What follows belongs to an exercise in optimizing a design on an open flow for small area, a short achievable clock period and few clock cycles; a production flow would make more cautious choices.
In this exercise RTL edits were held to simulation tests only and were not proved equivalent to the original.
Power is estimated from default activity; no workload was simulated.

// mult_accelerator
module mult_accelerator (
	input clk,
	output read_n,
	output write_n,
	output chipselect,
	input waitrequest,
	output [31:0] address,
	output [1:0] byteenable,
	input readdatavalid,
	input [15:0] readdata,
	output [15:0] writedata,
	input reset_n
);
assign byteenable = 2'b11;
assign chipselect = 1'b1;
localparam [15:0] PIX1 = 16'd1,     W1 = 16'd50,    R1 = 16'd39250,
                  PIX2 = 16'd39450, W2 = 16'd39463, R2 = 16'd49463;
localparam [5:0] PLAST1 = PIX1[5:0] + 6'd48, PLAST2 = PIX2[5:0] + 6'd12;
localparam [9:0] RLAST1 = R1[9:0] + 10'd199, RLAST2 = R2[9:0] + 10'd199;
localparam [2:0] S_POLL = 3'd0, S_RUN = 3'd1, S_END = 3'd2, S_WR = 3'd3,
                 S_FL0 = 3'd4, S_FLAG = 3'd5;
reg [2:0]  state;
reg        layer2;       
reg        cmd;          
reg        rd, wr;       
reg [15:0] aq;           
reg        cp;           
reg [3:0]  cg;           
reg [5:0]  pa;           
reg        pdone;        
reg        vcur, vnxt;   
reg [15:0] pcur, pnxt;
reg [3:0]  rm;           
reg [15:0] gptr;         
reg [9:0]  ra;           
  ...
Size in the first run: about 700 cells after synthesis, ~140 flip-flops, about 73 I/O pins.
==> flow/config.mk <==
export PLATFORM = sky130hd
export DESIGN_NAME = mult_accelerator
export DESIGN_NICKNAME = mult_accelerator
export VERILOG_FILES = /design/flow/design.v
export SDC_FILE = /design/flow/constraint.sdc
export NUM_CORES = 4
export LEC_CHECK = 0
export CAP_MARGIN = 20
export CORE_MARGIN = 2
export CORE_UTILIZATION = 75
export CTS_BUF_LIST = sky130_fd_sc_hd__clkbuf_8
export PLACE_DENSITY = 0.85
export SETUP_SLACK_MARGIN = 3.7
export SLEW_MARGIN = 20
export BUFFER_PORTS_ARGS = -buffer_cell sky130_fd_sc_hd__buf_2
==> flow/constraint.sdc <==
create_clock -name core_clock -period 6.0 [get_ports {clk}]
set_input_delay 1.2000 -clock core_clock [delete_from_list [all_inputs] [get_ports {clk}]]
set_output_delay 1.2000 -clock core_clock [all_outputs]
set_load 0.01 [all_outputs]
standard.sh (not shown) runs the stock make flow with config.mk's settings and CLKGATE_MAP_FILE= SYNTH_SCRIPT=/design/flow/synth_recipe.tcl, a recipe that flattens the netlist after the stock synthesis.
==> flow/flow/run.sh <==
#!/bin/bash
# Standard layout, with plain buffers on the ports.
set -e
echo 'export BUFFER_PORTS_ARGS = -buffer_cell sky130_fd_sc_hd__buf_2' >> config.mk
bash standard.sh > standard.log 2>&1
Testbench counts at the start, summed over its fixed seeds: cycles 420,833.
Rerun with:
==> flow/flow/run.sh (replaced) <==
#!/bin/bash
# Standard layout, with plain buffers on the ports and a clock tree without
# dummy balancing loads.
set -e
cat >> config.mk <<'CFG'
export BUFFER_PORTS_ARGS = -buffer_cell sky130_fd_sc_hd__buf_2
export CTS_ARGS = -sink_clustering_enable -repair_clock_nets -buf_list sky130_fd_sc_hd__clkbuf_8 -dont_use_dummy_load
CFG
bash standard.sh > standard.log 2>&1
- CORE_UTILIZATION: 75 -> 65
- CTS_ARGS: not set -> -sink_clustering_enable -repair_clock_nets -buf_list sky130_fd_sc_hd__clkbuf_8 -dont_use_dummy_load
- PLACE_DENSITY: 0.85 -> 0.75
Effect: Die area came out higher by 15%. Worst hold slack gets worse by 0.0056 ns. Sequential share of layout area came out higher by 1.2 points. Clock-buffer cell count stays the same. Fmax came out higher by 1.8%. Register-to-register slack gets better by 0.10 ns. Global-route usage came out lower by 6.0 points. Clock power came out lower by 32%. Synthesized area is unchanged.
Rerun with:
==> flow/flow/run.sh (replaced) <==
#!/bin/bash
# Standard layout, with plain buffers on the ports.
set -e
echo 'export BUFFER_PORTS_ARGS = -buffer_cell sky130_fd_sc_hd__buf_2' >> config.mk
bash standard.sh > standard.log 2>&1
- ABC_CLOCK_PERIOD_IN_PS: not set -> 2200
- CTS_ARGS: -sink_clustering_enable -repair_clock_nets -buf_list sky130_fd_sc_hd__clkbuf_8 -dont_use_dummy_load -> not set
Clock power came out higher by well over a third.
Global-route usage goes up by 0.24 points.
Cell area rises slightly.
Cell count rises slightly.
Sequential share of layout area came out lower by 0.81 points.
Utilization climbs by 1.4 points.
Sequential power barely changes.
Register-to-register slack is about the same.
Area after synthesis stays the same.
Total power grows by a little under a tenth.
Routed wire length grows slightly.
Rerun with:
- ABC_CLOCK_PERIOD_IN_PS: 2200 -> not set
- SETUP_SLACK_MARGIN: 3.7 -> 3.75
After rerunning: Cell area rises by 1.4%; sequential power is about the same; clock skew barely changes; synthesized cell count does not change; fmax rises by 0.38%; clock power falls by 4.0%; power barely changes; critical path depth stays the same; die area does not change; clock-buffer cell count falls by 4.
Rerun with:
- SETUP_SLACK_MARGIN: 3.75 -> 3.8
The changed run went through all stages and came out clean; wire length is higher by a few percent; design area grows slightly; sequential power barely changes; total power grows by a few percent; flip-flop and latch count does not change; critical path depth went up by 4; non-clock buffer count went up by 1.
Rerun with:
- CTS_BUF_LIST: sky130_fd_sc_hd__clkbuf_8 -> sky130_fd_sc_hd__clkbuf_8 sky130_fd_sc_hd__clkbuf_16
- SETUP_SLACK_MARGIN: 3.8 -> 3.7
The changed run went through all stages and came out clean.
Non-clock buffer count went down by 5.
Setup slack loses 0.036 ns.
Synthesized area stays the same.
Routed wire length went down by 4.7%.
Worst hold slack loses 0.0060 ns.

Setup of north:
Another version of the RTL of mult_accelerator (not shown whole).
Size: ~570 cells after synthesis, roughly 5900 um^2 of cells after synthesis.
clock: 6.0 ns
lec_check: 0
cap_margin: 20
core_margin: 2
core_utilization: 65
cts_buf_list: sky130_fd_sc_hd__clkbuf_8
place_density: 0.75
setup_slack_margin: 3.6
slew_margin: 20
buffer_ports_args: -buffer_cell sky130_fd_sc_hd__buf_2
==> flow/flow/run.sh <==
#!/bin/bash
# Standard layout, with plain buffers on the ports.
set -e
echo 'export BUFFER_PORTS_ARGS = -buffer_cell sky130_fd_sc_hd__buf_2' >> config.mk
bash standard.sh > standard.log 2>&1
north: no failed stages, no open violations at the end
Testbench counts of north, summed over its fixed seeds: cycles 573,099.
> inputs changed (north -> south)
- SETUP_SLACK_MARGIN now 3.7, was 3.6
- CTS_ARGS now -sink_clustering_enable -repair_clock_nets -buf_list sky130_fd_sc_hd__clkbuf_8 -dont_use_dummy_load, previously not set
==> flow/flow/run.sh <==
#!/bin/bash
# Standard layout, with plain buffers on the ports and a clock tree without
# dummy balancing loads.
set -e
cat >> config.mk <<'CFG'
export BUFFER_PORTS_ARGS = -buffer_cell sky130_fd_sc_hd__buf_2
export CTS_ARGS = -sink_clustering_enable -repair_clock_nets -buf_list sky130_fd_sc_hd__clkbuf_8 -dont_use_dummy_load
CFG
bash standard.sh > standard.log 2>&1
## What came out
All of south and north finish clean. Delta (south minus north): design area -0.87%, power -9.0%, clock power -26%, cell count -6. Going from north to south, first-pass GRT wire length grows by about 2.2%. Utilization after layout delta for south relative to north: 0.63 points lower. Between south and north, the difference in data required time of the critical path is negligible. o21ai_1 as the cell with the biggest individual delay on the critical path was reported by south, and nor2_4 by north. As far as critical path depth goes, south and north are indistinguishable; the numbers are identical. Sort south and north by fraction of power consumed by the clock network desc -> top: north.
Relative to south, the following input files were edited for east:
- CTS_ARGS no longer set, was -sink_clustering_enable -repair_clock_nets -buf_list sky130_fd_sc_hd__clkbuf_8 -dont_use_dummy_load
- CTS_BUF_LIST now sky130_fd_sc_hd__clkbuf_4 sky130_fd_sc_hd__clkbuf_8, was sky130_fd_sc_hd__clkbuf_8
- SETUP_SLACK_MARGIN now 3.8, was 3.7
==> flow/flow/run.sh <==
#!/bin/bash
# Standard layout, with plain buffers on the ports.
set -e
echo 'export BUFFER_PORTS_ARGS = -buffer_cell sky130_fd_sc_hd__buf_2' >> config.mk
bash standard.sh > standard.log 2>&1
### Flow results
- As of east, via count had risen slightly compared to south.
- Diff east..south | fraction of cell area in non-clock buffers | negligible
- In east relative to south, post-layout total power had gone up by more than 10%.
- Of the two values seen for launching element of the worst setup path, aq[6] was produced by east and waitrequest by south.
- The lower final-layout worst hold slack came out of east.
- Number of standard cells in the layout, taps in and fillers out, east and south, higher one = east.
- As far as count of hold buffers inserted by post-cts repair goes, east and south are indistinguishable; the numbers are identical.
- On clock latency on the worst-skew pair, east and south are basically level.
### east -> west
- CTS_ARGS: unset -> -repair_clock_nets -buf_list sky130_fd_sc_hd__clkbuf_8 -dont_use_dummy_load
- CTS_BUF_LIST: sky130_fd_sc_hd__clkbuf_4 sky130_fd_sc_hd__clkbuf_8 -> sky130_fd_sc_hd__clkbuf_8
==> flow/flow/run.sh <==
#!/bin/bash
# Standard layout, with plain buffers on the ports and a clock tree without
# dummy balancing loads.
set -e
cat >> config.mk <<'CFG'
export BUFFER_PORTS_ARGS = -buffer_cell sky130_fd_sc_hd__buf_2
export CTS_ARGS = -repair_clock_nets -buf_list sky130_fd_sc_hd__clkbuf_8 -dont_use_dummy_load
CFG
bash standard.sh > standard.log 2>&1
Notes after the runs:
- Between west and east, the sequential power does not differ in any meaningful way.
- In terms of worst-case register-to-register setup slack, west and east differ only marginally.
- Summary of west over east: die outline height held; highest achievable clock rate rose by 0.74%; internal power summed over all cells moved down.
- Per the final summary, west finished and its layout is clean on timing, DRC and antenna.
Modified inputs, middle compared to west
- clearing CTS_ARGS, which used to be -repair_clock_nets -buf_list sky130_fd_sc_hd__clkbuf_8 -dont_use_dummy_load
- swapping 3.8 for 4.0 in SETUP_SLACK_MARGIN
==> flow/flow/run.sh <==
#!/bin/bash
# Standard layout, with plain buffers on the ports.
set -e
echo 'export BUFFER_PORTS_ARGS = -buffer_cell sky130_fd_sc_hd__buf_2' >> config.mk
bash standard.sh > standard.log 2>&1
Results
Having completed the whole flow, middle delivered a layout that passed the timing, design-rule and antenna checks.
On clock share of power: middle sits above west.
Reported for west and middle, fraction of the mapped netlist area in compound gates turned out identical to the last digit.
In the tables for west and middle, delay of the slowest cell on the worst path reads higher with west.

what the ideal ports hide:
Ports are ideal in the flow. The routed layouts listed here were re-timed in OpenROAD.
Step 1: set_driving_cell puts a clkbuf_16 on clk and a buf_2 on each other input, an assumption about the parent block.
Step 2 also shifts input and output timing later by t, the mid clock arrival at the registers, as if the neighbouring blocks saw the same clock.
Slacks: no drivers / after step 1 / after step 2; pairs: no drivers / after step 1.
run | t, ns | setup slack, ns | hold slack, ns
the first run of note 1 | 0.471 | 3.690 / 3.655 / 3.279 | 0.337 / 0.337 / 0.337
the second run of note 1 | 0.481 | 3.732 / 3.692 / 3.334 | 0.331 / 0.331 / 0.331
the third run of note 1 | 0.492 | 3.778 / 3.739 / 3.370 | 0.331 / 0.331 / 0.331
the fourth run of note 1 | 0.480 | 3.787 / 3.751 / 3.331 | 0.339 / 0.339 / 0.339
the fifth run of note 1 | 0.488 | 3.794 / 3.771 / 3.401 | 0.331 / 0.331 / 0.331
the sixth run of note 1 | 0.464 | 3.758 / 3.715 / 3.373 | 0.325 / 0.325 / 0.325
north | 0.401 | 3.768 / 3.776 / 3.378 | 0.465 / 0.465 / 0.465
south | 0.379 | 3.792 / 3.764 / 3.410 | 0.485 / 0.485 / 0.485
east | 0.395 | 3.834 / 3.802 / 3.522 | 0.463 / 0.463 / 0.463
west | 0.379 | 3.850 / 3.819 / 3.545 | 0.461 / 0.461 / 0.461
middle | 0.401 | 3.875 / 3.843 / 3.589 | 0.466 / 0.466 / 0.466
After both steps every run listed still meets setup and hold. For the fourth run of note 1, which loses most, drivers alone change the setup slack by -0.036 ns; drivers and shift together by -0.456 ns.
